This design comes from an exercise in tuning for small area, a short achievable clock period and few clock cycles per item on the open sky130 flow, not from production work.
Where RTL was checked, it was by simulation tests only, not by an equivalence proof against the original.
The RTL of run 2 was laid out without a check of its function.

[run.sh]
#!/bin/bash
# synth_recipe.tcl (not shown) runs the flow's synth.tcl, then flattens the netlist and writes it again
# the make line also repeats each setting of config.mk as NAME=value (left out here)
make -C /OpenROAD-flow-scripts/flow DESIGN_CONFIG=/design/flow/config.mk WORK_HOME=/design/flow/orfs CLKGATE_MAP_FILE= SYNTH_SCRIPT=/design/flow/synth_recipe.tcl finish
[config.mk]
export PLATFORM = sky130hd
export DESIGN_NAME = MultDivUnit
export DESIGN_NICKNAME = MultDivUnit
export VERILOG_FILES = /design/flow/design.v
export SDC_FILE = /design/flow/constraint.sdc
export NUM_CORES = 4
export LEC_CHECK = 0
export CAP_MARGIN = 20
export CORE_MARGIN = 2
export CORE_UTILIZATION = 60
export SETUP_SLACK_MARGIN = 5
export SLEW_MARGIN = 20
[constraint.sdc]
create_clock -name core_clock -period 9.5 [get_ports {clk}]
set_input_delay 1.9000 -clock core_clock [delete_from_list [all_inputs] [get_ports {clk}]]
set_output_delay 1.9000 -clock core_clock [all_outputs]
set_load 0.01 [all_outputs]
[design.v]
module MultDivUnit (clk,rst_n,opCode,lOp,rOp,result,done,valid,divByZero,divOverflow);
  input clk;
  input rst_n;
  input [2:0] opCode;
  input valid;
  input [31:0] lOp; 
  input [31:0] rOp; 
  output [31:0] result;
  output done;
  output divByZero;
  output divOverflow;
  localparam W = 34;
  localparam AW = 37;
  logic sIDLE, sMUL, sMFIX, sDPREP, sDNORM, sDITER, sDCORR, sDFIX, sDONE;
  logic [2:0]   op;
  logic [5:0]   cnt;
  logic [W-1:0] X;      
  logic [W-1:0] PH;     
  logic [31:0]  PL;     
  logic         negA;   
  logic         negB;   
  logic         mfix;   
  logic         dz;
  logic         ovf;
  logic         oselPL, oselPH;
  logic [31:0]  prevA;     
  logic         lastDone;  
  logic [1:0]   lastKind;  
  logic [1:0]   pk;        
  logic         remFinal;  
  logic         plFinal;   
  localparam [1:0] K_NONE = 2'd0, K_MUL = 2'd1, K_DIVS = 2'd2, K_DIVU = 2'd3;
  localparam [1:0] P_SU = 2'd0, P_SS = 2'd1, P_UU = 2'd2;
  logic         c_enA, c_invA, c_selX, c_sel2X, c_selPL, c_invB, c_cin;
  logic         c_selX1, c_sel2X1, c_neg1;  
  function automatic [2:0] booth(input hi, input mid, input lo);
    booth = {mid ^ lo, (hi & ~mid & ~lo) | (~hi & mid & lo), hi & ~(mid & lo)};
  endfunction
  function automatic [32:0] below_msb(input [32:0] v);
    integer i;
    below_msb[32] = v[32];
    for (i = 31; i >= 0; i = i - 1)
      below_msb[i] = below_msb[i+1] | v[i];
  endfunction
  wire [2:0] bd_in0 = booth(rOp[1], rOp[0], 1'b0);
  wire [2:0] bd_in1 = booth(rOp[3], rOp[2], rOp[1]);
  wire [2:0] bd_pl0 = booth(PL[5], PL[4], PL[3]);
  wire [2:0] bd_pl1 = booth(PL[7], PL[6], PL[5]);
  wire in_signedA = (opCode == 3'b001) | (opCode == 3'b010) | (opCode == 3'b100) | (opCode == 3'b110);
  wire in_signedB = (opCode == 3'b001) | (opCode == 3'b100) | (opCode == 3'b110);
  wire in_dz  = opCode[2] & (lOp == 32'd0);
  wire in_ovf = opCode[2] & ~opCode[0] & (rOp == 32'h80000000) & (&lOp);
  wire in_negA = in_signedA & rOp[31];
  wire in_negB = in_signedB & lOp[31];
  wire sameOps = lastDone & (rOp == prevA) & (lOp == X[31:0]);
  wire in_fixDiv = ~opCode[0] & (in_negA ^ in_negB);
  wire in_fixRem = ~opCode[0] & in_negA;
  wire mulOk = ~opCode[2] & (lastKind == K_MUL) &
               ((opCode == 3'b000) | ((opCode == 3'b001) & (pk == P_SS)) |
                ((opCode == 3'b010) & (pk == P_SU)) | ((opCode == 3'b011) & ((pk == P_UU) | (pk == P_SU))));
  wire divOk = opCode[2] & (lastKind == (opCode[0] ? K_DIVU : K_DIVS));
  wire reuse = sameOps & (mulOk | divOk);
  wire ruMFIX  = ~opCode[2] & (opCode[1:0] == 2'b11) & (pk == P_SU) & rOp[31];
  wire ruDCORR = opCode[2] & opCode[1] & ~remFinal & PH[W-1];
  wire ruDFIX  = opCode[2] & (opCode[1] ? (~remFinal & ~PH[W-1] & in_fixRem) : (~plFinal & in_fixDiv));
  wire [AW-1:0] Xe  = {{(AW-W){X[W-1]}}, X};
  wire [AW-1:0] opA = ({{(AW-W){PH[W-1]}}, PH} & {AW{c_enA}}) ^ {AW{c_invA}};
  wire [AW-1:0] mag = ({AW{c_selX}} & Xe) | ({AW{c_sel2X}} & {Xe[AW-2:0], 1'b0}) | ({AW{c_selPL}} & {{(AW-32){1'b0}}, PL});
  wire [AW-1:0] mag1 = ({AW{c_selX1}} & Xe) | ({AW{c_sel2X1}} & {Xe[AW-2:0], 1'b0});
  wire [AW-1:0] t1 = mag ^ {AW{c_invB}};
  wire [AW-1:0] t2 = {mag1[AW-3:0], 2'b00} ^ {AW{c_neg1}};
  wire [AW-1:0] cs_s = opA ^ t1 ^ t2;
  wire [AW-1:0] cs_c = {(opA[AW-2:0] & t1[AW-2:0]) | (opA[AW-2:0] & t2[AW-2:0]) | (t1[AW-2:0] & t2[AW-2:0]), c_neg1};
  wire [AW-1:0] sumf = cs_s + cs_c + {{(AW-1){1'b0}}, c_cin};
  wire [W-1:0]  sum = sumf[W-1:0];
  wire [32:0] Xm  = X[32:0] ^ {33{X[W-1]}};
  wire [32:0] Am  = PH[32:0] ^ {33{PH[W-1]}};
  wire [32:0] MA  = below_msb(Am);
  wire [32:0] MAp = PH[W-1] ? {MA[31:0], 1'b1} : MA;
  wire        qz  = |(Xm & ~MAp);                       
  wire        ok4 = ~|Xm[32:29] & ~|({Xm[28:0], 4'b0} & ~MA);         
  wire        ok1 = ~Xm[32] & ~|({Xm[31:0], 1'b0} & ~MA);
  wire        dIter = sDITER | (sDNORM & ~ok1);         
  wire cntz    = (cnt == 6'd0);
  wire isRem   = op[1];
  wire needFix = ~op[0] & (isRem ? negA : (negA ^ negB));
  logic nIDLE, nMUL, nMFIX, nDPREP, nDNORM, nDITER, nDCORR, nDFIX, nDONE;
  always_comb begin
    nIDLE = 1'b0; nMUL = 1'b0; nMFIX = 1'b0; nDPREP = 1'b0; nDNORM = 1'b0;
    nDITER = 1'b0; nDCORR = 1'b0; nDFIX = 1'b0; nDONE = 1'b0;
    if (sIDLE) begin
      if (valid) begin
        if (reuse) begin
          if (ruMFIX) nMFIX = 1'b1;
          else if (ruDCORR) nDCORR = 1'b1;
          else if (ruDFIX) nDFIX = 1'b1;
          else nDONE = 1'b1;
        end
        else if (opCode[2]) nDPREP = 1'b1; else nMUL = 1'b1;
      end else nIDLE = 1'b1;
    end
    if (sMUL) begin
      if (cntz) begin
        if (mfix) nMFIX = 1'b1; else nDONE = 1'b1;
      end else nMUL = 1'b1;
    end
    if (sMFIX) nDONE = 1'b1;
    if (sDPREP) begin
      if (dz | ovf | qz) nDONE = 1'b1; else nDNORM = 1'b1;
    end
    if (sDNORM & ok1) nDNORM = 1'b1;
    if (dIter) begin
      if (cntz) begin
        if (isRem & sum[W-1]) nDCORR = 1'b1;
        else if (needFix) nDFIX = 1'b1;
        else nDONE = 1'b1;
      end else nDITER = 1'b1;
    end
    if (sDCORR) begin
      if (needFix) nDFIX = 1'b1; else nDONE = 1'b1;
    end
    if (sDFIX) nDONE = 1'b1;
    if (sDONE) nIDLE = 1'b1;
  end
  always_ff @(posedge clk or negedge rst_n) begin
    if (~rst_n) begin
      sIDLE <= 1'b1; sMUL <= 1'b0; sMFIX <= 1'b0; sDPREP <= 1'b0; sDNORM <= 1'b0;
      sDITER <= 1'b0; sDCORR <= 1'b0; sDFIX <= 1'b0; sDONE <= 1'b0;
      lastDone <= 1'b0;
    end else begin
      lastDone <= sDONE;
      sIDLE <= nIDLE; sMUL <= nMUL; sMFIX <= nMFIX; sDPREP <= nDPREP; sDNORM <= nDNORM;
      sDITER <= nDITER; sDCORR <= nDCORR; sDFIX <= nDFIX; sDONE <= nDONE;
    end
  end
  always_ff @(posedge clk) begin
    c_enA <= 1'b1; c_invA <= 1'b0; c_selX <= 1'b0; c_sel2X <= 1'b0; c_selPL <= 1'b0;
    c_invB <= 1'b0; c_cin <= 1'b0;
    c_selX1 <= 1'b0; c_sel2X1 <= 1'b0; c_neg1 <= 1'b0;
    if (sIDLE) begin
      if (reuse) begin
        if (ruMFIX | ruDCORR) begin
          c_selX <= 1'b1; c_invB <= ruDCORR & in_negB; c_cin <= ruDCORR & in_negB;
        end else if (opCode[1]) begin  
          c_invA <= 1'b1; c_cin <= 1'b1;
        end else begin                 
          c_enA <= 1'b0; c_selPL <= 1'b1; c_invB <= 1'b1; c_cin <= 1'b1;
        end
      end else if (opCode[2]) begin
        c_cin  <= in_negA;
        c_invA <= in_negA;
      end else begin
        {c_selX, c_sel2X, c_invB} <= bd_in0;
        c_cin <= bd_in0[0];
        {c_selX1, c_sel2X1, c_neg1} <= bd_in1;
      end
    end
    if (sMUL) begin
      if (cntz) c_selX <= 1'b1;  
      else begin
        {c_selX, c_sel2X, c_invB} <= bd_pl0;
        c_cin <= bd_pl0[0];
        {c_selX1, c_sel2X1, c_neg1} <= bd_pl1;
      end
    end
    if (sDPREP | (sDNORM & ok1)) begin
      c_selX <= 1'b1; c_invB <= ~X[W-1]; c_cin <= ~X[W-1];
    end
    if (dIter | sDCORR) begin
      if (nDITER) begin
        c_selX <= 1'b1;
        c_invB <= X[W-1] ^ ~sum[W-1];
        c_cin  <= X[W-1] ^ ~sum[W-1];
      end else if (nDCORR) begin
        c_selX <= 1'b1; c_invB <= X[W-1]; c_cin <= X[W-1];
      end else begin  
        if (isRem) begin
          c_invA <= 1'b1; c_cin <= 1'b1;
        end else begin
          c_enA <= 1'b0; c_selPL <= 1'b1; c_invB <= 1'b1; c_cin <= 1'b1;
        end
      end
    end
  end
  always_ff @(posedge clk) begin
    if (sIDLE) begin
      op   <= opCode;
      dz   <= in_dz;
      ovf  <= in_ovf;
      cnt  <= opCode[2] ? 6'd0 : 6'd7;
      negA <= in_negA;
      negB <= in_negB;
      mfix <= (opCode == 3'b011) & rOp[31];
      oselPL <= (opCode == 3'b000) | (opCode[2:1] == 2'b10);
      oselPH <= ~((opCode == 3'b000) | (opCode[2:1] == 2'b10));
      X  <= {{(W-32){in_signedB & lOp[31]}}, lOp};
      if (~reuse) begin
        PH <= {{(W-32){in_negA & opCode[2]}}, rOp & {32{opCode[2]}}};
        PL <= rOp;
        lastKind <= opCode[2] ? (opCode[0] ? K_DIVU : K_DIVS) : K_MUL;
        pk       <= (opCode == 3'b001) ? P_SS : ((opCode == 3'b011) ? P_UU : P_SU);
        remFinal <= 1'b0;
        plFinal  <= 1'b0;
      end
    end
    if (sMFIX) pk <= P_UU;
    if (sDONE & op[2]) begin
      if (op[1]) remFinal <= 1'b1;
      else plFinal <= 1'b1;
    end
    if (sMUL) begin
      PH  <= {sumf[AW-1], sumf[AW-1:4]};
      PL  <= {sumf[3:0], PL[31:4]};
      cnt <= cnt - 6'd1;
    end
    if (sMFIX | sDCORR | (sDFIX & isRem)) PH <= sum;
    if (sDFIX & ~isRem) PL <= sum[31:0];
    if (sDPREP) begin
      PH <= sum;
      if (qz) begin  
        oselPL   <= isRem;
        oselPH   <= 1'b0;
        lastKind <= K_NONE;
      end
      if (dz | ovf) lastKind <= K_NONE;
    end
    if (sDNORM) begin
      if (ok4) begin
        X   <= {X[W-5:0], 4'b0};
        cnt <= cnt + 6'd4;
      end else if (ok1) begin
        X   <= {X[W-2:0], 1'b0};
        cnt <= cnt + 6'd1;
      end
    end
    if (dIter) begin
      PH  <= sum;
      PL  <= {PL[30:0] & {31{~sDNORM}}, ~sum[W-1]};  
      if (~cntz) X <= {X[W-1], X[W-1:1]};
      cnt <= cnt - 6'd1;
    end
  end
  always_ff @(posedge clk) prevA <= rOp;
  assign result      = ({32{oselPL}} & PL) | ({32{oselPH}} & PH[31:0]);
  assign done        = sDONE;
  assign divByZero   = dz;
  assign divOverflow = ovf;
endmodule
==> results.ini, run 1 <==
[outcome]
run_status = timing/DRC/antenna clean

[floorplanning]
die_width_microns = 173.6
die_area_sq_um = 30150
rows = 62
pin_count = 105
initial_core_util_pct = 60.49
die_h_microns = 173.6
design.core.area_sq_um = 28550

[drt]
first_pass_iters = 9
vias = 18091
drt-initial-drc-count = 3393
routedWlPerCell_microns = 26.17
ant_nets = 0
vias_per_cell = 7.048
drc_errors = 0
routed_wl_microns = 67180

[logic_synthesis]
synth_cell_types = 98
synth_seq_cells = 174
syn_inst = 2164
synth_nets = 2315
synth_edf_count = 77
yosysTopAreaCellShare_pct = 13.39
synth_common_cells = nand2_1, xor2_1, a21oi_1, nor2_1, inv_1
avgSynthCellArea_sq_um = 7.980
synth.cell_area_sq_um = 17270
ys_seq_area_share_pct = 24.93
async_reset_ff_share_pct = 5.747
synth.most_common_cell = nand2_1
synth_area_leaders = edfxtp_1, dfxtp_1, xor2_1
ys.flop_type = dfxtp_1
yosysTopAreaCell = edfxtp_1
yosys_warnings = 1

[setup_path]
cp_data_arrival_time_ns = 5.05
worstPathRequired_ns = 9.86
cp_max_fo = 4
worstSetupPathType = input port to register
crit_path_end_kind = register
startpoint_type = input port

[timing]
rsz0062_at_grt = yes
final.setup.tns_ns = 0
hold_slack_ns = 0.4728
hold_viol_final = 0
finalCritPeriodShare_pct = 49.33
finClkSkew_ns = 0.02695
finalSetupViolations = 0
slew_viol_final = 0
period_needed_ns = 4.687
worst_pin_slew_ns = 1.055
fmax_mhz = 213.4
timing.slew.headroom_pct = 29.64

[cts]
clock_latency_ns = 0.46
numCtsBuffers = 17
cts_tree = yes
cts_hold_buf = 0
clock-sinks = 174
htreeDepth = 4
clk_pin_slew_ns = 0.08
clk_path_buf_depth = 2
cts_root_buffer = clkbuf_16

[grt]
grt_first_pass_wirelength_microns = 100000
overflow = 0
grt_pass1_vias = 16629
grt_usage_pct = 43.09
antenna_found_initial = 1
grt_max_degree = 74

[finish]
fillers = 2396
finalInstanceArea_sq_um = 19790
nNetsFinal = 2319
drive_gt1_share_pct = 10.77
synthToLayoutAreaGrowth_pct = 14.61

[placed_design]
portBuffers = 104
hpwlAfterDp_microns = 47260
dpl_cell_area_sq_um = 18230
gp_congestion = 1.055

[hold_path]
hold_class = register to register

[run]
max_cap_violations = 0

## sequential cells by signal, summed over array words and instances (netlist names), 2 cells and up
| register | flops |
|---|---|
| PH | 34 |
| X | 34 |
| PL | 32 |
| prevA | 32 |
| cnt | 6 |
| op | 3 |
| lastKind | 2 |
| pk | 2 |
## layer usage
| metal | GRT usage, % | part of all wire, % | vias to the layer above |
|---|---|---|---|
| met5 | 0 | 0 | - |
| met4 | 17.12 | 4.1 | 0 |
| met3 | 12.04 | 15 | 225 |
| met2 | 63.13 | 42 | 1443 |
| met1 | 60.12 | 39 | 8566 |
| li1 | - | - | 7857 |
## per-stage QoR
step | cells | setup slack, ns | util (%)
final | 2567 | 4.813 | 69.33
after global routing | 2565 | 4.819 | 69.31
after CTS | 2559 | 4.917 | 67.95
after detailed placement | 2498 | 3.425 | 63.86
after global placement | 2498 | 3.473 | 63.86
after floorplan | 2164 | 5.001 | -
## worst max-delay path, cell delays in order
cell	delay (ns)
clkdlybuf4s50_1	0.56
xnor2_1	0.31
nand4_1	0.16
nor4_2	0.30
and4_1	0.28
nand4b_1	0.24
buf_4	0.24
buf_4	0.15
or3_1	0.44
a31o_1	0.26
a221oi_2	0.20
## timing repair
action,4_1_cts,5_1_grt
endpoints found under the setup margin,175,134
buffers inserted,27,6
endpoints found under the hold margin,0,0
cloned,2,0
gates resized for setup,68,86
pin swaps,26,43
## worst paths after layout
check,startpoint,to,slack (ns),cells past startpoint
setup / recovery,lOp[30],c_invB$_DFF_P_,4.81,11
hold / removal,sDONE$_DFF_PN0_,lastDone$_DFF_PN0_,0.47,0
setup reg to reg,c_selPL$_DFF_P_,c_cin$_DFF_P_,4.94,17
hold reg to reg,sDONE$_DFF_PN0_,lastDone$_DFF_PN0_,0.47,0
max in group asynchronous,rst_n,sMUL$_DFF_PN0_,7.32,1
min in group asynchronous,rst_n,sDONE$_DFF_PN0_,1.79,1
## cells by family (layout without fill, tap and decap cells)
logic type	after synthesis	after routing	share of synthesized area [%]
multiplexers	70	70	4.072
flip-flops	174	174	24.93
XOR/XNOR	240	240	12.17
other	0	2	0
AO/OA/AOI/OAI	652	652	26.18
adder cells (fa/ha/maj)	81	81	7.478
buffers and inverters	330	346	8.057
AND/OR/NAND/NOR	617	618	17.11
## cell usage in the layout (no fill, tap or decap), types with 36 or more instances in the layout
cell type        count
mux2i_1             68
nand2_1            196
buf_4               54
nor3_1              53
dfxtp_1             69
a22oi_1             52
a31oi_1             36
nor2_1             143
edfxtp_1            77
o21ai_0            119
a21oi_1            139
xnor2_1             79
clkdlybuf4s50_1     87
inv_1              131
nand3_1             40
xor2_1             155
## layout make-up
cell class	count	area, sq um	area share (%)
Multi-Input combinational cell	1661	12070	60.97
Timing Repair Buffer	176	1753	8.857
Clock inverter	15	192.7	0.9736
Sequential cell	174	4344	21.95
Tap cell	384	480.5	2.428
Clock buffer	17	425.4	2.149
Inverter	138	523.0	2.643
Antenna cell	2	5.005	0.02529
Testbench counts, summed over its fixed seeds: cycles 25,188, ops 3,200.
==> run 2, diff against run 1 <==
--- a/design.v
+++ b/design.v
@@ -12,5 +12,5 @@
   localparam W = 34;
   localparam AW = 37;
-  logic sIDLE, sMUL, sMFIX, sDPREP, sDNORM, sDITER, sDCORR, sDFIX, sDONE;
+  logic sIDLE, sMUL, sMFIX, sDNORM, sDITER, sDCORR, sDFIX, sDONE;
   logic [2:0]   op;
   logic [5:0]   cnt;
@@ -34,4 +34,5 @@
   logic         c_enA, c_invA, c_selX, c_sel2X, c_selPL, c_invB, c_cin;
   logic         c_selX1, c_sel2X1, c_neg1;  
+  logic         c_one;   
   function automatic [2:0] booth(input hi, input mid, input lo);
     booth = {mid ^ lo, (hi & ~mid & ~lo) | (~hi & mid & lo), hi & ~(mid & lo)};
@@ -53,4 +54,10 @@
   wire in_negA = in_signedA & rOp[31];
   wire in_negB = in_signedB & lOp[31];
+  wire [32:0] in_Am   = {1'b0, rOp ^ {32{in_negA}}};
+  wire [32:0] in_Xm   = {1'b0, lOp ^ {32{in_negB}}};
+  wire [32:0] in_MA   = below_msb(in_Am);
+  wire [32:0] in_MAp  = in_negA ? {in_MA[31:0], 1'b1} : in_MA;
+  wire        in_qz   = |(in_Xm & ~in_MAp);
+  wire        in_dshort = in_dz | in_ovf | in_qz;    
   wire sameOps = lastDone & (rOp == prevA) & (lOp == X[31:0]);
   wire in_fixDiv = ~opCode[0] & (in_negA ^ in_negB);
@@ -71,12 +78,10 @@
   wire [AW-1:0] t2 = {mag1[AW-3:0], 2'b00} ^ {AW{c_neg1}};
   wire [AW-1:0] cs_s = opA ^ t1 ^ t2;
-  wire [AW-1:0] cs_c = {(opA[AW-2:0] & t1[AW-2:0]) | (opA[AW-2:0] & t2[AW-2:0]) | (t1[AW-2:0] & t2[AW-2:0]), c_neg1};
+  wire [AW-1:0] cs_c = {(opA[AW-2:0] & t1[AW-2:0]) | (opA[AW-2:0] & t2[AW-2:0]) | (t1[AW-2:0] & t2[AW-2:0]), c_neg1 | c_one};
   wire [AW-1:0] sumf = cs_s + cs_c + {{(AW-1){1'b0}}, c_cin};
   wire [W-1:0]  sum = sumf[W-1:0];
   wire [32:0] Xm  = X[32:0] ^ {33{X[W-1]}};
-  wire [32:0] Am  = PH[32:0] ^ {33{PH[W-1]}};
-  wire [32:0] MA  = below_msb(Am);
-  wire [32:0] MAp = PH[W-1] ? {MA[31:0], 1'b1} : MA;
-  wire        qz  = |(Xm & ~MAp);                       
+  wire [32:0] MA0 = below_msb(PH[32:0]);
+  wire [32:0] MA  = negA ? {MA0[31:0], 1'b1} : MA0;
   wire        ok4 = ~|Xm[32:29] & ~|({Xm[28:0], 4'b0} & ~MA);         
   wire        ok1 = ~Xm[32] & ~|({Xm[31:0], 1'b0} & ~MA);
@@ -85,7 +90,7 @@
   wire isRem   = op[1];
   wire needFix = ~op[0] & (isRem ? negA : (negA ^ negB));
-  logic nIDLE, nMUL, nMFIX, nDPREP, nDNORM, nDITER, nDCORR, nDFIX, nDONE;
+  logic nIDLE, nMUL, nMFIX, nDNORM, nDITER, nDCORR, nDFIX, nDONE;
   always_comb begin
-    nIDLE = 1'b0; nMUL = 1'b0; nMFIX = 1'b0; nDPREP = 1'b0; nDNORM = 1'b0;
+    nIDLE = 1'b0; nMUL = 1'b0; nMFIX = 1'b0; nDNORM = 1'b0;
     nDITER = 1'b0; nDCORR = 1'b0; nDFIX = 1'b0; nDONE = 1'b0;
     if (sIDLE) begin
@@ -97,5 +102,7 @@
           else nDONE = 1'b1;
         end
-        else if (opCode[2]) nDPREP = 1'b1; else nMUL = 1'b1;
+        else if (opCode[2]) begin
+          if (in_dshort) nDONE = 1'b1; else nDNORM = 1'b1;
+        end else nMUL = 1'b1;
       end else nIDLE = 1'b1;
     end
@@ -106,7 +113,4 @@
     end
     if (sMFIX) nDONE = 1'b1;
-    if (sDPREP) begin
-      if (dz | ovf | qz) nDONE = 1'b1; else nDNORM = 1'b1;
-    end
     if (sDNORM & ok1) nDNORM = 1'b1;
     if (dIter) begin
@@ -125,10 +129,10 @@
   always_ff @(posedge clk or negedge rst_n) begin
     if (~rst_n) begin
-      sIDLE <= 1'b1; sMUL <= 1'b0; sMFIX <= 1'b0; sDPREP <= 1'b0; sDNORM <= 1'b0;
+      sIDLE <= 1'b1; sMUL <= 1'b0; sMFIX <= 1'b0; sDNORM <= 1'b0;
       sDITER <= 1'b0; sDCORR <= 1'b0; sDFIX <= 1'b0; sDONE <= 1'b0;
       lastDone <= 1'b0;
     end else begin
       lastDone <= sDONE;
-      sIDLE <= nIDLE; sMUL <= nMUL; sMFIX <= nMFIX; sDPREP <= nDPREP; sDNORM <= nDNORM;
+      sIDLE <= nIDLE; sMUL <= nMUL; sMFIX <= nMFIX; sDNORM <= nDNORM;
       sDITER <= nDITER; sDCORR <= nDCORR; sDFIX <= nDFIX; sDONE <= nDONE;
     end
@@ -137,5 +141,5 @@
     c_enA <= 1'b1; c_invA <= 1'b0; c_selX <= 1'b0; c_sel2X <= 1'b0; c_selPL <= 1'b0;
     c_invB <= 1'b0; c_cin <= 1'b0;
-    c_selX1 <= 1'b0; c_sel2X1 <= 1'b0; c_neg1 <= 1'b0;
+    c_selX1 <= 1'b0; c_sel2X1 <= 1'b0; c_neg1 <= 1'b0; c_one <= 1'b0;
     if (sIDLE) begin
       if (reuse) begin
@@ -148,6 +152,5 @@
         end
       end else if (opCode[2]) begin
-        c_cin  <= in_negA;
-        c_invA <= in_negA;
+        c_selX <= 1'b1; c_invB <= ~in_negB; c_cin <= ~in_negB; c_one <= in_negA;
       end else begin
         {c_selX, c_sel2X, c_invB} <= bd_in0;
@@ -164,6 +167,6 @@
       end
     end
-    if (sDPREP | (sDNORM & ok1)) begin
-      c_selX <= 1'b1; c_invB <= ~X[W-1]; c_cin <= ~X[W-1];
+    if (sDNORM & ok1) begin
+      c_selX <= 1'b1; c_invB <= ~X[W-1]; c_cin <= ~X[W-1]; c_one <= negA;
     end
     if (dIter | sDCORR) begin
@@ -196,7 +199,11 @@
       X  <= {{(W-32){in_signedB & lOp[31]}}, lOp};
       if (~reuse) begin
-        PH <= {{(W-32){in_negA & opCode[2]}}, rOp & {32{opCode[2]}}};
+        PH <= {{(W-32){1'b0}}, (rOp ^ {32{in_negA}}) & {32{opCode[2]}}};  
         PL <= rOp;
-        lastKind <= opCode[2] ? (opCode[0] ? K_DIVU : K_DIVS) : K_MUL;
+        lastKind <= opCode[2] ? (in_dshort ? K_NONE : (opCode[0] ? K_DIVU : K_DIVS)) : K_MUL;
+        if (opCode[2] & in_qz) begin  
+          oselPL <= opCode[1];
+          oselPH <= 1'b0;
+        end
         pk       <= (opCode == 3'b001) ? P_SS : ((opCode == 3'b011) ? P_UU : P_SU);
         remFinal <= 1'b0;
@@ -216,13 +223,4 @@
     if (sMFIX | sDCORR | (sDFIX & isRem)) PH <= sum;
     if (sDFIX & ~isRem) PL <= sum[31:0];
-    if (sDPREP) begin
-      PH <= sum;
-      if (qz) begin  
-        oselPL   <= isRem;
-        oselPH   <= 1'b0;
-        lastKind <= K_NONE;
-      end
-      if (dz | ovf) lastKind <= K_NONE;
-    end
     if (sDNORM) begin
       if (ok4) begin
==> run 2 against run 1 <==
Effect of this change: synthesized area up 1.5%; largest cell class unchanged; wire length up 13%; global-route usage up 4.4 points; sequential cell count unchanged; via count up 5.9%; non-clock buffer count up 24; critical endpoint is now c_cin$_DFF_P_; worst setup slack better by 0.052 ns; clock-buffer cell count up 4; critical path type is now register to register; register-to-register slack worse by 0.07 ns.
==> results.ini, run 2 <==
[outcome]
run_status = timing/DRC/antenna clean

[drt]
drc_errors = 0  ; unchanged
routed_wl_microns = 75940  ; +13%
routedWlPerCell_microns = 29.47  ; +13%
ant_nets = 0  ; unchanged
first_pass_iters = 7  ; -2
drt-initial-drc-count = 3571  ; +5.2%
vias_per_cell = 7.433  ; +5.5%
vias = 19156  ; +5.9%

[setup_path]
r2r_end = c_cin$_DFF_P_
worstSetupPathType = register to register
worstPathRequired_ns = 9.84  ; -0.02 ns
startpoint_type = register
r2r_slack_ns = 4.87  ; -0.07 ns
r2r_cells = 16  ; -1
rr_startpoint = c_selX$_DFF_P_
cp_data_arrival_time_ns = 4.97  ; -0.08 ns
crit_path_end_kind = register
cp_max_fo = 18  ; +14

[timing]
period_needed_ns = 4.634  ; -0.05220 ns
finClkSkew_ns = 0.01372  ; -0.01323 ns
finalSetupViolations = 0  ; unchanged
finalCritPeriodShare_pct = 48.78  ; -0.55 points
timing.slew.headroom_pct = 29.29  ; -0.35 points
hold_viol_final = 0  ; unchanged
slew_viol_final = 0  ; unchanged
final.setup.tns_ns = 0  ; unchanged
fmax_mhz = 215.8  ; +1.1%
hold_slack_ns = 0.4713  ; -0.001423 ns
worst_pin_slew_ns = 1.058  ; +0.002683 ns
rsz0062_at_grt = yes

[hold_path]
hold_depth = 0  ; unchanged
hold_class = register to register
hp-start = sDONE$_DFF_PN0_
hold_end = lastDone$_DFF_PN0_

[cts]
cts_root_buffer = clkbuf_16
htreeDepth = 4  ; unchanged
clk_pin_slew_ns = 0.07  ; about the same
numCtsBuffers = 17  ; unchanged
clock_latency_ns = 0.45  ; about the same
clk_path_buf_depth = 2  ; unchanged
cts_tree = yes
clock-sinks = 174  ; unchanged

[finish]
final_cell_mix = nand2_1, xor2_1, inv_1
nNetsFinal = 2330  ; +0.47%
synthToLayoutAreaGrowth_pct = 17.88
largestRegisters = PH: 34 flops, X: 34 flops
fin_util_pct = 72.00  ; +2.7 points
layout_commonest_cell = nand2_1
drive_gt1_share_pct = 14.55  ; +3.8 points

[logic_synthesis]
ys.flop_type = dfxtp_1
synth_area_leaders = edfxtp_1, dfxtp_1, xor2_1
synth.most_common_cell = nand2_1
avgSynthCellArea_sq_um = 8.097  ; +1.5%
synth_common_cells = nand2_1, clkbuf_1, xor2_1, inv_1, a21oi_1
async_reset_ff_share_pct = 5.172  ; -0.57 points
synth.cell_area_sq_um = 17530  ; +1.5%
synth_cell_types = 94  ; -4.1%
yosys_warnings = 1  ; unchanged
ys_seq_area_share_pct = 24.76  ; -0.17 points
yosysTopAreaCell = edfxtp_1
synth_nets = 2316  ; +0.043%
synth_seq_cells = 174  ; unchanged
syn_inst = 2165  ; +0.046%
synth_edf_count = 81  ; +5.2%
yosysTopAreaCellShare_pct = 13.87  ; +0.48 points

[floorplanning]
design.core.area_sq_um = 28700  ; +0.54%
initial_core_util_pct = 61.08  ; +0.59 points
rows = 62  ; unchanged
die_width_microns = 174.9  ; +0.74%
pin_count = 105  ; unchanged
die_h_microns = 174.9  ; +0.74%
die_area_sq_um = 30600  ; +1.5%

[grt]
grt_first_pass_wirelength_microns = 110100  ; +10%
overflow = 0  ; unchanged
grt_usage_pct = 47.50  ; +4.4 points
grt_max_degree = 63  ; -15%
grt_pass1_vias = 17678  ; +6.3%
antenna_found_initial = 1  ; unchanged

[placed_design]
hpwlAfterDp_microns = 49910  ; +5.6%
portBuffers = 104  ; unchanged
gp_congestion = 1.034  ; -2.0%

[run]
max_cap_violations = 0  ; unchanged

## run 2: changes by cell type after synthesis, moves of 14 or more
cell / delta
a21oi_1: -33
a22o_1: +38
a31oi_1: -15
clkbuf_1: +26
nor2_1: -52
nor3_1: -19
o21ai_0: -30
o21ai_1: +21
o22ai_1: +32
xnor2_1: +19
xor2_1: -14
## run 2: timing repair
action | CTS | global route
gates cloned | 7 | 5
pin swaps | 45 | 60
resized for setup | 181 | 148
hold buffers | 0 | 0
setup endpoints to repair | 167 | 137
setup buffers | 28 | 22
## run 2: kinds of logic after synthesis
family,share of synthesized area [%]
compound gates,27.95
flops,24.76
xor+xnor,12.37
fa+ha+maj,7.408
mux,3.840
buf+inv,7.994
simple gates,15.68
## run 2: final cells by class
| cell class | instances | area [sq um] |
|---|---|---|
| Antenna cell | 1 | 2.502 |
| Clock buffer | 21 | 483.0 |
| Clock inverter | 11 | 141.4 |
| Fill cell | 2261 | 8038 |
| Inverter | 137 | 546.8 |
| Multi-Input combinational cell | 1646 | 12580 |
| Sequential cell | 174 | 4380 |
| Tap cell | 384 | 480.5 |
| Timing Repair Buffer | 200 | 2026 |
| Timing Repair inverter | 3 | 23.77 |
## run 2: worst max-delay path by stage
stage,start,end,slack [ns],cells after the start
4_1_cts,c_selX$_DFF_P_,PH[30]$_DFFE_PP_,4.94,19
3_5_place_dp,opCode[1],oselPL$_DFFE_PP_,2.73,12
3_3_place_gp,opCode[1],oselPL$_DFFE_PP_,2.84,12
2_1_floorplan,c_selX$_DFF_P_,PH[20]$_DFFE_PP_,5.01,19
6_report,c_selX$_DFF_P_,c_cin$_DFF_P_,4.87,16
5_1_grt,c_selX$_DFF_P_,c_invB$_DFF_P_,4.72,18
## run 2: worst max-delay path, cell delays in order (launching register included)
cell and delay (ns):
dfxtp_4 0.40, buf_12 0.17, a222oi_1 0.39, xor2_1 0.16
fa_1 0.55, inv_1 0.06, ha_4 0.29, and3_4 0.19
and2_4 0.16, nand4_1 0.22, o211a_4 0.34, o21ai_4 0.26
o211ai_4 0.17, xnor2_4 0.36, a41oi_4 0.22, a211o_1 0.37
a22o_1 0.19
## run 2: per-layer routing
metal / share of wire (%) / up-vias / wire (microns) / track usage, %
met3: 15 / 384 / 11200 / 12.86
met5: 0 / - / 0 / 0
met4: 7.4 / 0 / 5609 / 27.29
met1: 36 / 9043 / 27700 / 63.05
met2: 41 / 1748 / 31430 / 69.65
li1: - / 7981 / - / -
## run 2: stage by stage
| step | instances | instance area (sq um) | setup WS, ns |
|---|---|---|---|
| 2_1_floorplan | 2165 | 17610 | 5.008 |
| 3_3_place_gp | 2481 | 18550 | 2.839 |
| 3_5_place_dp | 2482 | 18570 | 2.729 |
| 4_1_cts | 2549 | 20040 | 4.938 |
| 5_1_grt | 2576 | 20660 | 4.718 |
| 6_report | 2577 | 20660 | 4.866 |
==> run 3, diff against run 2 <==
--- a/design.v
+++ b/design.v
@@ -37,4 +37,23 @@
   function automatic [2:0] booth(input hi, input mid, input lo);
     booth = {mid ^ lo, (hi & ~mid & ~lo) | (~hi & mid & lo), hi & ~(mid & lo)};
+  endfunction
+  function automatic [AW-1:0] addf(input [AW-1:0] x, input [AW-1:0] y, input ci);
+    logic [AW:0] g, p, gn, pn;
+    integer i, l;
+    g[0] = ci; p[0] = 1'b0;
+    for (i = 0; i < AW; i = i + 1) begin
+      g[i+1] = x[i] & y[i];
+      p[i+1] = x[i] ^ y[i];
+    end
+    for (l = 0; (1 << l) <= AW; l = l + 1) begin
+      gn = g; pn = p;
+      for (i = 0; i <= AW; i = i + 1)
+        if ((i >> l) & 1) begin
+          gn[i] = g[i] | (p[i] & g[((i >> l) << l) - 1]);
+          pn[i] = p[i] & p[((i >> l) << l) - 1];
+        end
+      g = gn; p = pn;
+    end
+    for (i = 0; i < AW; i = i + 1) addf[i] = x[i] ^ y[i] ^ g[i];
   endfunction
   function automatic [32:0] below_msb(input [32:0] v);
@@ -79,5 +98,5 @@
   wire [AW-1:0] cs_s = opA ^ t1 ^ t2;
   wire [AW-1:0] cs_c = {(opA[AW-2:0] & t1[AW-2:0]) | (opA[AW-2:0] & t2[AW-2:0]) | (t1[AW-2:0] & t2[AW-2:0]), c_neg1 | c_one};
-  wire [AW-1:0] sumf = cs_s + cs_c + {{(AW-1){1'b0}}, c_cin};
+  wire [AW-1:0] sumf = addf(cs_s, cs_c, c_cin);
   wire [W-1:0]  sum = sumf[W-1:0];
   wire [32:0] Xm  = X[32:0] ^ {33{X[W-1]}};
==> run 3 against run 2 <==
Effect of this change: final cell count decreased by 0.12%; non-clock buffer count shrank 14; fmax is 1.1% higher; first-iteration DRC count down 5.3%; utilization decreased by 0.70 points; die area is 1.2% higher; synthesized area grew 1.3%; critical path type is now input port to register; largest cell class unchanged; design area decreased by 0.16%.
==> results.ini, run 3 <==
[finish]
nNetsFinal = 2332  ; +0.086%
finalInstanceArea_sq_um = 20630  ; -0.16%
final_cell_mix = nand2_1, xor2_1, inv_1
insertedDiodeCount = 0  ; -1
synthToLayoutAreaGrowth_pct = 16.22
largestRegisters = PH: 34 flops, X: 34 flops
finalNonFillerCells = 2574  ; -0.12%
drive_gt1_share_pct = 13.42  ; -1.1 points
layout_commonest_cell = nand2_1

[floorplanning]
initial_core_util_pct = 61.35  ; +0.27 points
pin_count = 105  ; unchanged
die_width_microns = 176.0  ; +0.61%
rows = 62  ; unchanged
die_area_sq_um = 30980  ; +1.2%
die_h_microns = 176.0  ; +0.61%
design.core.area_sq_um = 28940  ; +0.81%

[drt]
wl_met3_microns = 10740  ; -4.1%
wirelength_met1_microns = 27290  ; -1.5%
vias_per_cell = 7.531  ; +1.3%
highest_layer = met4
ant_nets = 0  ; unchanged
vias = 19385  ; +1.2%
drt-initial-drc-count = 3380  ; -5.3%
routed_wl_microns = 75920  ; about the same
met2_length_microns = 31690  ; +0.81%
drc_errors = 0  ; unchanged
routedWlPerCell_microns = 29.49  ; about the same
first_pass_iters = 10  ; +3

[cts]
htreeDepth = 4  ; unchanged
clk_pin_slew_ns = 0.08  ; about the same
cts_hold_buf = 0  ; unchanged
clock_latency_ns = 0.47  ; +0.02 ns
clock-sinks = 174  ; unchanged
clk_path_buf_depth = 2  ; unchanged
numCtsBuffers = 17  ; unchanged
cts_root_buffer = clkbuf_16
cts_tree = yes

[setup_path]
worstSetupPathType = input port to register
cp_max_fo = 14  ; -4
worstPathCellList = clkdlybuf4s15_2 -> buf_12 -> and3b_1 -> buf_4 -> nor2_4 -> clkinvlp_4 -> o31ai_1 -> o221ai_1 -> a311o_1 -> a211oi_2 -> o31ai_4 -> a21boi_2 -> o31ai_1
worstPathRequired_ns = 9.69  ; -0.15 ns
rr_startpoint = c_selX$_DFF_P_
r2r_slack_ns = 5.04  ; +0.17 ns
cp_data_arrival_time_ns = 4.77  ; -0.20 ns
crit_family = compound AO/OA/AOI/OAI gates
crit_buf_inv = 4  ; +2
r2r_end = PH[28]$_DFFE_PP_
max_stage_delay_ns = 0.42  ; -0.13 ns
crit_path_end_kind = register
r2r_cells = 16  ; unchanged
cpMaxStageDelayCell = a311o_1
startpoint_type = input port
cpMostUsedCell = o31ai_1

[logic_synthesis]
synth_nets = 2343  ; +1.2%
synth_seq_cells = 174  ; unchanged
ys.flop_type = dfxtp_1
avgSynthCellArea_sq_um = 8.113  ; +0.20%
async_reset_ff_share_pct = 5.172  ; unchanged
yosysTopAreaCellShare_pct = 13.70  ; -0.17 points
syn_inst = 2188  ; +1.1%
synth_edf_count = 81  ; unchanged
ys_seq_area_share_pct = 24.45  ; -0.31 points
synth_area_leaders = edfxtp_1, dfxtp_1, xor2_1
synth_common_cells = nand2_1, clkbuf_1, xor2_1, inv_1, nor2_1
synth.cell_area_sq_um = 17750  ; +1.3%
synth.most_common_cell = nand2_1
yosysTopAreaCell = edfxtp_1
yosys_warnings = 1  ; unchanged
synth_cell_types = 101  ; +7.4%

[timing]
worst_pin_slew_ns = 1.119  ; +0.06132 ns
period_needed_ns = 4.582  ; -0.05232 ns
rsz0062_at_grt = yes
final.setup.tns_ns = 0  ; unchanged
finalSetupViolations = 0  ; unchanged
fmax_mhz = 218.2  ; +1.1%
timing.slew.headroom_pct = 25.38  ; -3.9 points
finalCritPeriodShare_pct = 48.23  ; -0.55 points
finClkSkew_ns = 0.02062  ; +0.006902 ns
slew_viol_final = 0  ; unchanged
hold_viol_final = 0  ; unchanged

[grt]
grt_usage_pct = 48.03  ; +0.53 points
antenna_found_initial = 0  ; -1
overflow = 0  ; unchanged
grt_pass1_vias = 18045  ; +2.1%
grt_first_pass_wirelength_microns = 112500  ; +2.2%
grt_max_degree = 67  ; +6.3%

[placed_design]
dpl_cell_area_sq_um = 18710  ; +0.74%
hpwlAfterDp_microns = 52440  ; +5.1%
dp_cells = 2494  ; +0.48%
portBuffers = 104  ; unchanged
gp_congestion = 1.037  ; +0.26%

[outcome]
run_status = timing/DRC/antenna clean

[hold_path]
hold_end = plFinal$_DFF_P_
hold_depth = 2  ; +2
hold_class = register to register
hp-start = plFinal$_DFF_P_

[run]
max_cap_violations = 0  ; unchanged

==> run 3: cell count changes after synthesis, sizes merged, moves of 12 or more <==
cell	previous run	this run
a22o	73	38
or4	4	33
nor2	97	121
o22ai	44	20
mux2i	65	43
a221oi	15	36
a2111oi	10	29
a21oi	118	99
a211oi	21	39
and2	5	17
==> run 3: final cells by class <==
| cell class | instances | area, sq um |
|---|---|---|
| flip-flops and latches | 174 | 4374 |
| repair buffers | 186 | 1882 |
| fillers | 2255 | 8304 |
| clock buffers | 18 | 450.4 |
| clock inverters | 14 | 152.6 |
| inverters | 143 | 571.8 |
| multi-input cells | 1655 | 12720 |
| well taps | 384 | 480.5 |
==> run 3: how the worst max path moves through the flow <==
stage | slack [ns] | depth (start not counted) | to | startpoint
after floorplan | 5.01 | 16 | PH[28]$_DFFE_PP_ | c_neg1$_DFF_P_
after global placement | 3.24 | 11 | oselPL$_DFFE_PP_ | opCode[1]
after detailed placement | 3.05 | 11 | oselPL$_DFFE_PP_ | opCode[1]
after CTS | 4.99 | 13 | oselPL$_DFFE_PP_ | lOp[31]
after global routing | 4.86 | 13 | oselPL$_DFFE_PP_ | opCode[2]
final | 4.92 | 13 | oselPL$_DFFE_PP_ | opCode[2]
==> run 3: metal layers <==
metal  vias up  global-route usage (%)
met5         -                       0
met4         0                   30.20
met3       401                   13.57
met2      1796                   70.88
met1      9116                   62.08
li1       8072                       -
==> run 3: worst register-to-register path: stages, from the launching register on <==
cell and delay [ns]:
dfxtp_4 0.38, buf_12 0.16, a222oi_1 0.45, xor2_1 0.17, fa_1 0.54, inv_1 0.07, ha_2 0.19, or3_4 0.39
o21ba_4 0.25, buf_4 0.14, o311ai_4 0.40, nand3b_1 0.16, fa_2 0.38, xnor2_2 0.17, nor2_1 0.07, a21oi_1 0.19
o21ai_1 0.08
==> run 3: timing repair <==
action / CTS / global route
pin swaps: 26 / 41
gates resized for setup: 174 / 111
setup endpoints to repair: 132 / 151
gates cloned: 4 / 1
buffers inserted: 26 / 16
==> run 3: cells by family (layout without fill, tap and decap cells) <==
family / after synthesis / in the layout / synth area share [%]
compound gates: 655 / 655 / 27.34
xor+xnor: 238 / 238 / 11.74
fa+ha+maj: 85 / 85 / 7.767
buf+inv: 361 / 361 / 8.105
flops: 174 / 174 / 24.45
mux: 47 / 47 / 2.678
simple gates: 628 / 630 / 17.92
==> run 3: stage by stage <==
step	hold slack, ns	worst slack [ns]	utilization (%)
after CTS	0.4806	4.989	69.15
after global routing	0.5125	4.861	71.30
after floorplan	0.4258	5.013	-
final	0.4786	4.918	71.30
after detailed placement	0.4675	3.051	64.66
after global placement	0.4833	3.235	64.66
Testbench counts of run 3, summed over its fixed seeds: cycles 24,081, ops 3,200.
==> run 4, diff against run 3 <==
--- a/design.v
+++ b/design.v
@@ -103,5 +103,5 @@
   wire [32:0] MA0 = below_msb(PH[32:0]);
   wire [32:0] MA  = negA ? {MA0[31:0], 1'b1} : MA0;
-  wire        ok4 = ~|Xm[32:29] & ~|({Xm[28:0], 4'b0} & ~MA);         
+  wire        ok5 = ~|Xm[32:28] & ~|({Xm[27:0], 5'b0} & ~MA);         
   wire        ok1 = ~Xm[32] & ~|({Xm[31:0], 1'b0} & ~MA);
   wire        dIter = sDITER | (sDNORM & ~ok1);         
@@ -243,7 +243,7 @@
     if (sDFIX & ~isRem) PL <= sum[31:0];
     if (sDNORM) begin
-      if (ok4) begin
-        X   <= {X[W-5:0], 4'b0};
-        cnt <= cnt + 6'd4;
+      if (ok5) begin
+        X   <= {X[W-6:0], 5'b0};
+        cnt <= cnt + 6'd5;
       end else if (ok1) begin
         X   <= {X[W-2:0], 1'b0};
==> run 4 against run 3 <==
Effect of this change: still clean on timing, DRC and antenna; fmax is 0.44% lower; worst setup slack worse by 0.020 ns; synthesized cell count is 2.0% lower; non-clock buffer count is 4 higher; highest routed layer unchanged.
==> results.ini, run 4 <==
[timing]
rsz0062_at_grt = yes
timing.slew.headroom_pct = 23.61  ; -1.8 points
finalCritPeriodShare_pct = 48.44  ; +0.21 points
final.setup.tns_ns = 0  ; unchanged
fmax_mhz = 217.3  ; -0.44%
finClkSkew_ns = 0.01760  ; -0.003024 ns
period_needed_ns = 4.602  ; +0.02010 ns
slew_viol_final = 0  ; unchanged
hold_viol_final = 0  ; unchanged
finalSetupViolations = 0  ; unchanged
worst_pin_slew_ns = 1.143  ; +0.02378 ns

[grt]
antenna_found_initial = 1  ; +1
overflow = 0  ; unchanged
grt_first_pass_wirelength_microns = 107100  ; -4.8%
grt_max_degree = 80  ; +19%
grt_pass1_vias = 17076  ; -5.4%
grt_usage_pct = 45.97  ; -2.1 points

[placed_design]
portBuffers = 104  ; unchanged
dpl_cell_area_sq_um = 18280  ; -2.3%
gp_congestion = 1.025  ; -1.2%
hpwlAfterDp_microns = 50070  ; -4.5%

[setup_path]
crit_buf_inv = 1  ; -3
worstPathCellList = dlygate4sd2_1 -> nand2b_1 -> o2111ai_1 -> nor4_2 -> nand4_1 -> a2111oi_1 -> and4_4 -> mux2_2 -> a311o_1 -> a22oi_1 -> a32oi_2
worstSetupPathType = input port to register
startpoint_type = input port
crit_family = compound AO/OA/AOI/OAI gates
crit_path_end_kind = register
cp_max_fo = 8  ; -6
cpMaxStageDelayCell = dlygate4sd2_1
cp_data_arrival_time_ns = 4.93  ; +0.16 ns
max_stage_delay_ns = 0.43  ; about the same
worstPathRequired_ns = 9.83  ; +0.14 ns

[logic_synthesis]
avgSynthCellArea_sq_um = 8.158  ; +0.55%
ys.flop_type = dfxtp_1
synth.cell_area_sq_um = 17500  ; -1.4%
synth.most_common_cell = nand2_1
yosys_warnings = 1  ; unchanged
yosysTopAreaCell = edfxtp_1
synth_common_cells = nand2_1, xor2_1, clkbuf_1, inv_1, nor2_1
syn_inst = 2145  ; -2.0%
async_reset_ff_share_pct = 5.172  ; unchanged
synth_seq_cells = 174  ; unchanged
synth_nets = 2298  ; -1.9%
synth_cell_types = 102  ; +0.99%
synth_edf_count = 79  ; -2.5%
yosysTopAreaCellShare_pct = 13.56  ; -0.15 points
synth_area_leaders = edfxtp_1, dfxtp_1, xor2_1
ys_seq_area_share_pct = 24.69  ; +0.24 points

[drt]
routed_wl_microns = 72790  ; -4.1%
vias_per_cell = 7.281  ; -3.3%
ant_nets = 0  ; unchanged
drc_errors = 0  ; unchanged
routedWlPerCell_microns = 28.60  ; -3.0%
first_pass_iters = 10  ; unchanged
drt-initial-drc-count = 3317  ; -1.9%
vias = 18529  ; -4.4%

[floorplanning]
design.core.area_sq_um = 28700  ; -0.80%
die_width_microns = 174.8  ; -0.70%
die_area_sq_um = 30550  ; -1.4%
pin_count = 105  ; unchanged
die_h_microns = 174.8  ; -0.70%
rows = 62  ; unchanged
initial_core_util_pct = 60.97  ; -0.38 points

[finish]
largestRegisters = PH: 34 flops, X: 34 flops
layout_commonest_cell = nand2_1
final_cell_mix = nand2_1, xor2_1, inv_1
synthToLayoutAreaGrowth_pct = 15.04
insertedDiodeCount = 0  ; unchanged
nNetsFinal = 2301  ; -1.3%
finalInstanceArea_sq_um = 20130  ; -2.4%
fillers = 2319  ; +2.8%
drive_gt1_share_pct = 12.96  ; -0.47 points
fin_util_pct = 70.14  ; -1.2 points

[outcome]
run_status = timing/DRC/antenna clean

[cts]
numCtsBuffers = 17  ; unchanged
clock_latency_ns = 0.46  ; about the same
clock-sinks = 174  ; unchanged
cts_tree = yes
cts_hold_buf = 0  ; unchanged
clk_path_buf_depth = 2  ; unchanged
clk_pin_slew_ns = 0.09  ; about the same
htreeDepth = 4  ; unchanged
cts_root_buffer = clkbuf_16

[hold_path]
hold_class = register to register

[run]
max_cap_violations = 0  ; unchanged

## run 4: path summary, 6_finish.rpt
| check | startpoint | end | slack [ns] | cells after the start |
|---|---|---|---|---|
| worst min-delay path | sDONE$_DFF_PN0_ | lastDone$_DFF_PN0_ | 0.49 | 0 |
| min in group asynchronous | rst_n | sDITER$_DFF_PN0_ | 1.73 | 1 |
| worst max register to register | c_selX$_DFF_P_ | PH[33]$_DFFE_PP_ | 4.93 | 17 |
| worst max-delay path | rOp[16] | c_invB$_DFF_P_ | 4.90 | 11 |
| worst min register to register | sDONE$_DFF_PN0_ | lastDone$_DFF_PN0_ | 0.49 | 0 |
| max in group asynchronous | rst_n | sIDLE$_DFF_PN1_ | 7.45 | 1 |
## run 4: layout make-up
type,instances,area [sq um],share of cell area (%)
Inverter,135,523.0,2.598
Clock inverter,15,217.7,1.081
Timing Repair Buffer,190,1798,8.931
Timing Repair inverter,1,7.507,0.03729
Clock buffer,17,425.4,2.113
Sequential cell,174,4345,21.58
Multi-Input combinational cell,1629,12330,61.27
Tap cell,384,480.5,2.387
## run 4: through the flow
step / setup slack, ns / hold WS, ns / std cells
CTS: 4.922 / 0.4894 / 2516
global route: 4.725 / 0.5156 / 2545
finish: 4.898 / 0.4921 / 2545
floorplan: 4.989 / 0.4258 / 2145
detailed placement: 2.794 / 0.4602 / 2453
global placement: 2.883 / 0.4695 / 2453
## run 4: metal layers
| layer | global-route usage, % | wire length, microns | up-vias |
|---|---|---|---|
| met5 | 0 | 0 | - |
| met4 | 24.76 | 5157 | 0 |
| met3 | 10.01 | 9510 | 385 |
| met2 | 72.23 | 31930 | 1642 |
| met1 | 59.15 | 26190 | 8653 |
| li1 | - | - | 7849 |
## run 4: worst reg2reg max path: stages (launching register included)
cell and delay [ns]:
dfxtp_4 0.36, buf_12 0.15, buf_4 0.17, a222oi_1 0.47
xor2_1 0.16, fa_1 0.53, inv_1 0.05, ha_1 0.35
a21oi_1 0.16, nor2b_1 0.08, o21a_1 0.17, o21ai_0 0.29
a31o_2 0.30, a211oi_2 0.10, or3_4 0.44, a21oi_4 0.18
mux2i_4 0.10, mux2_2 0.27
## run 4: repair_timing
action                     4_1_cts  5_1_grt
setup endpoints to repair      147       91
gates cloned                     4        2
gates resized for setup        122       96
pin swaps                       19       33
setup buffers                   27       26
## run 4: logic make-up after synthesis
logic type	count (synthesis)	share of synthesized area [%]
buffers and inverters	346	8.737
multiplexers	45	2.631
AND/OR/NAND/NOR	600	17.14
adder cells (fa/ha/maj)	85	7.858
XOR/XNOR	242	12.11
AO/OA/AOI/OAI	653	26.83
flip-flops	174	24.69
Testbench counts of run 4, summed over its fixed seeds: cycles 24,022, ops 3,200.
==> run 5, diff against run 4 <==
--- a/config.mk
+++ b/config.mk
@@ -8,5 +8,5 @@
 export CAP_MARGIN = 20
 export CORE_MARGIN = 2
-export CORE_UTILIZATION = 60
+export CORE_UTILIZATION = 50
 export SETUP_SLACK_MARGIN = 5
 export SLEW_MARGIN = 20
==> run 5 against run 4 <==
Effect of this change: sequential cell count is the same; first-iteration DRC count shrank 22%; via count shrank 0.76%; largest cell class unchanged; non-clock buffer count grew 22; synthesized cell count is the same; clock skew grew 0.0058 ns; critical endpoint unchanged; final cell count grew 3.7%; critical path depth grew 7.
==> results.ini, run 5 <==
[finish]
fillers = 3164  ; +36%
multiInputGateArea_sq_um = 12400  ; +0.54%
layout_commonest_cell = nand2_1
finalInstanceArea_sq_um = 20500  ; +1.8%
synthToLayoutAreaGrowth_pct = 17.12
drive_gt1_share_pct = 14.61  ; +1.7 points
regArea_sq_um = 4350  ; +0.12%
finalNonFillerCells = 2639  ; +3.7%
largestRegisters = PH: 34 flops, X: 34 flops
final_cell_mix = nand2_1, xor2_1, inv_1
nNetsFinal = 2323  ; +0.96%

[logic_synthesis]
avgSynthCellArea_sq_um = 8.158  ; unchanged
yosysTopAreaCell = edfxtp_1
syn_inst = 2145  ; unchanged
synth_area_leaders = edfxtp_1, dfxtp_1, xor2_1
synth_edf_count = 79  ; unchanged
synth_nets = 2298  ; unchanged
yosys_warnings = 1  ; unchanged
async_reset_ff_share_pct = 5.172  ; unchanged
ys.flop_type = dfxtp_1
yosysTopAreaCellShare_pct = 13.56  ; unchanged
synth.cell_area_sq_um = 17500  ; unchanged
synth.most_common_cell = nand2_1
synth_seq_cells = 174  ; unchanged
ys_seq_area_share_pct = 24.69  ; unchanged
synth_common_cells = nand2_1, xor2_1, clkbuf_1, inv_1, nor2_1
synth_cell_types = 102  ; unchanged

[setup_path]
startpoint_type = register
cp.depth = 18  ; +7
cpMaxStageDelayCell = fa_1
r2r_cells = 18  ; +1
worstSetupPathType = register to register
worstPathRequired_ns = 9.85  ; +0.02 ns
r2r_end = c_invB$_DFF_P_
crit_buf_inv = 4  ; +3
cp-endpoint = c_invB$_DFF_P_
r2r_slack_ns = 4.90  ; -0.03 ns
crit_path_end_kind = register
worstPathCellList = buf_12 -> a222oi_1 -> xor2_1 -> fa_1 -> inv_1 -> ha_4 -> nand4_1 -> nor3_4 -> a311oi_4 -> buf_4 -> a21oi_4 -> o21ai_4 -> a31oi_4 -> xor2_2 -> buf_6 -> o2111ai_4 -> a21o_1 -> a32oi_2
startpoint = c_selX$_DFF_P_
cp_max_fo = 17  ; +9
max_stage_delay_ns = 0.53  ; +0.10 ns
cp_data_arrival_time_ns = 4.95  ; +0.02 ns
rr_startpoint = c_selX$_DFF_P_
crit_family = compound AO/OA/AOI/OAI gates

[floorplanning]
die_width_microns = 191.1  ; +9.3%
initial_core_util_pct = 50.66  ; -10 points
rows = 68  ; +9.7%
pin_count = 105  ; unchanged
die_h_microns = 191.1  ; +9.3%
die_area_sq_um = 36510  ; +20%
design.core.area_sq_um = 34540  ; +20%

[timing]
finalCritPeriodShare_pct = 48.39  ; -0.055 points
worst_pin_slew_ns = 1.199  ; +0.05627 ns
timing.slew.headroom_pct = 19.85  ; -3.8 points
finClkSkew_ns = 0.02341  ; +0.005816 ns
hold_slack_ns = 0.4783  ; -0.01387 ns
final.setup.tns_ns = 0  ; unchanged
finalSetupViolations = 0  ; unchanged
slew_viol_final = 0  ; unchanged
fmax_mhz = 217.5  ; +0.11%
period_needed_ns = 4.597  ; -0.005250 ns
rsz0062_at_grt = yes
hold_viol_final = 0  ; unchanged

[placed_design]
gp_congestion = 0.9609  ; -6.3%
portBuffers = 104  ; unchanged
dp_cells = 2532  ; +3.2%
hpwlAfterDp_microns = 53750  ; +7.3%
dpl_cell_area_sq_um = 18440  ; +0.83%

[cts]
clk_path_buf_depth = 2  ; unchanged
cts_root_buffer = clkbuf_16
htreeDepth = 4  ; unchanged
cts_tree = yes
numCtsBuffers = 17  ; unchanged
clock_latency_ns = 0.47  ; about the same
clk_pin_slew_ns = 0.08  ; about the same
clock-sinks = 174  ; unchanged

[drt]
routed_wl_microns = 78180  ; +7.4%
ant_nets = 0  ; unchanged
drt-initial-drc-count = 2588  ; -22%
first_pass_iters = 9  ; -1
vias_per_cell = 6.968  ; -4.3%
wl_met3_microns = 8566  ; -9.9%
met2_length_microns = 34680  ; +8.6%
drc_errors = 0  ; unchanged
wirelength_met1_microns = 29560  ; +13%
vias = 18388  ; -0.76%
routedWlPerCell_microns = 29.62  ; +3.6%
highest_layer = met4

[outcome]
run_status = timing/DRC/antenna clean

[grt]
grt_first_pass_wirelength_microns = 113300  ; +5.8%
antenna_found_initial = 1  ; unchanged
grt_usage_pct = 42.01  ; -4.0 points
overflow = 0  ; unchanged
grt_max_degree = 80  ; unchanged
grt_pass1_vias = 17169  ; +0.54%

[run]
max_cap_violations = 0  ; unchanged

[hold_path]
hold_class = register to register

[run 5: what timing repair did]
| item | in CTS | in global routing |
|---|---|---|
| resized for setup | 147 | 111 |
| pin swaps | 26 | 50 |
| buffers inserted | 25 | 40 |
| hold buffers | 0 | 0 |
| setup endpoints to repair | 137 | 40 |
| endpoints found under the hold margin | 0 | 0 |
| gates cloned | 7 | 2 |
[run 5: per-layer routing]
| metal | GRT usage [%] | vias up |
|---|---|---|
| met5 | 0 | - |
| met4 | 23.99 | 0 |
| met3 | 8.059 | 297 |
| met2 | 66.04 | 1311 |
| met1 | 53.96 | 8880 |
| li1 | - | 7900 |
[run 5: kinds of logic (layout without fill, tap and decap cells)]
logic type               Yosys count  in the layout  share of synthesized area [%]
AND/OR/NAND/NOR                  600            603                          17.14
AO/OA/AOI/OAI                    653            653                          26.83
other                              0              1                              0
flip-flops                       174            174                          24.69
buffers and inverters            346            381                          8.737
adder cells (fa/ha/maj)           85             85                          7.858
multiplexers                      45             45                          2.631
XOR/XNOR                         242            242                          12.11
[run 5: area by class of cell]
cell class                 instances  area share [%]
timing repair buffer             212           10.04
sequential                       174           21.23
tap                              455           2.778
antenna                            1         0.01221
timing repair inverter             2         0.07936
clock inverter                    13          0.6105
multi-input combinational       1628           60.50
inverter                         135           2.594
clock buffer                      19           2.161
[run 5: how the worst min path moves through the flow]
stage	startpoint	endpoint	slack, ns	cells after the start
final	sDONE$_DFF_PN0_	lastDone$_DFF_PN0_	0.48	0
after global routing	sDONE$_DFF_PN0_	lastDone$_DFF_PN0_	0.50	0
after CTS	sDONE$_DFF_PN0_	lastDone$_DFF_PN0_	0.48	0
after detailed placement	sDONE$_DFF_PN0_	lastDone$_DFF_PN0_	0.45	0
after global placement	sDONE$_DFF_PN0_	lastDone$_DFF_PN0_	0.47	0
after floorplan	plFinal$_DFF_P_	plFinal$_DFF_P_	0.43	2
[run 5: stage by stage]
step	util [%]	setup WS (ns)
after floorplan	-	4.989
after global placement	53.36	3.140
after detailed placement	53.37	3.100
after CTS	57.06	5.001
after global routing	59.33	4.804
final	59.33	4.903

-- port drivers added, routing unchanged --
The flow's constraints put no driver on any port. The routed layouts listed below were extracted and timed again, unchanged, in two steps. Step 1 sets driving cells, clkbuf_16 on the clock port and buf_2 on the other inputs (assumed; they add their load-dependent delay and slew). Step 2 also shifts input and output timing later by t, the mid clock arrival at the registers, as if the neighbouring blocks saw the same clock. a / b / c = ideal / step 1 / step 2; a / b = the first two.
| run | shift t [ns] | setup WS [ns] | worst setup path after step 2 |
|---|---|---|---|
| run 1 | 0.493 | 4.813 / 4.841 / 4.348 | input to register |
| run 2 | 0.497 | 4.866 / 4.866 / 4.466 | input to register |
| run 3 | 0.510 | 4.918 / 4.950 / 4.440 | input to register |
| run 4 | 0.509 | 4.898 / 4.927 / 4.424 | input to register |
| run 5 | 0.514 | 4.903 / 4.903 / 4.427 | input to register |
After both steps setup and hold are still met in every run listed. The setup slack of run 3, which loses most, moves by +0.032 ns with the drivers and by -0.478 ns with both steps.
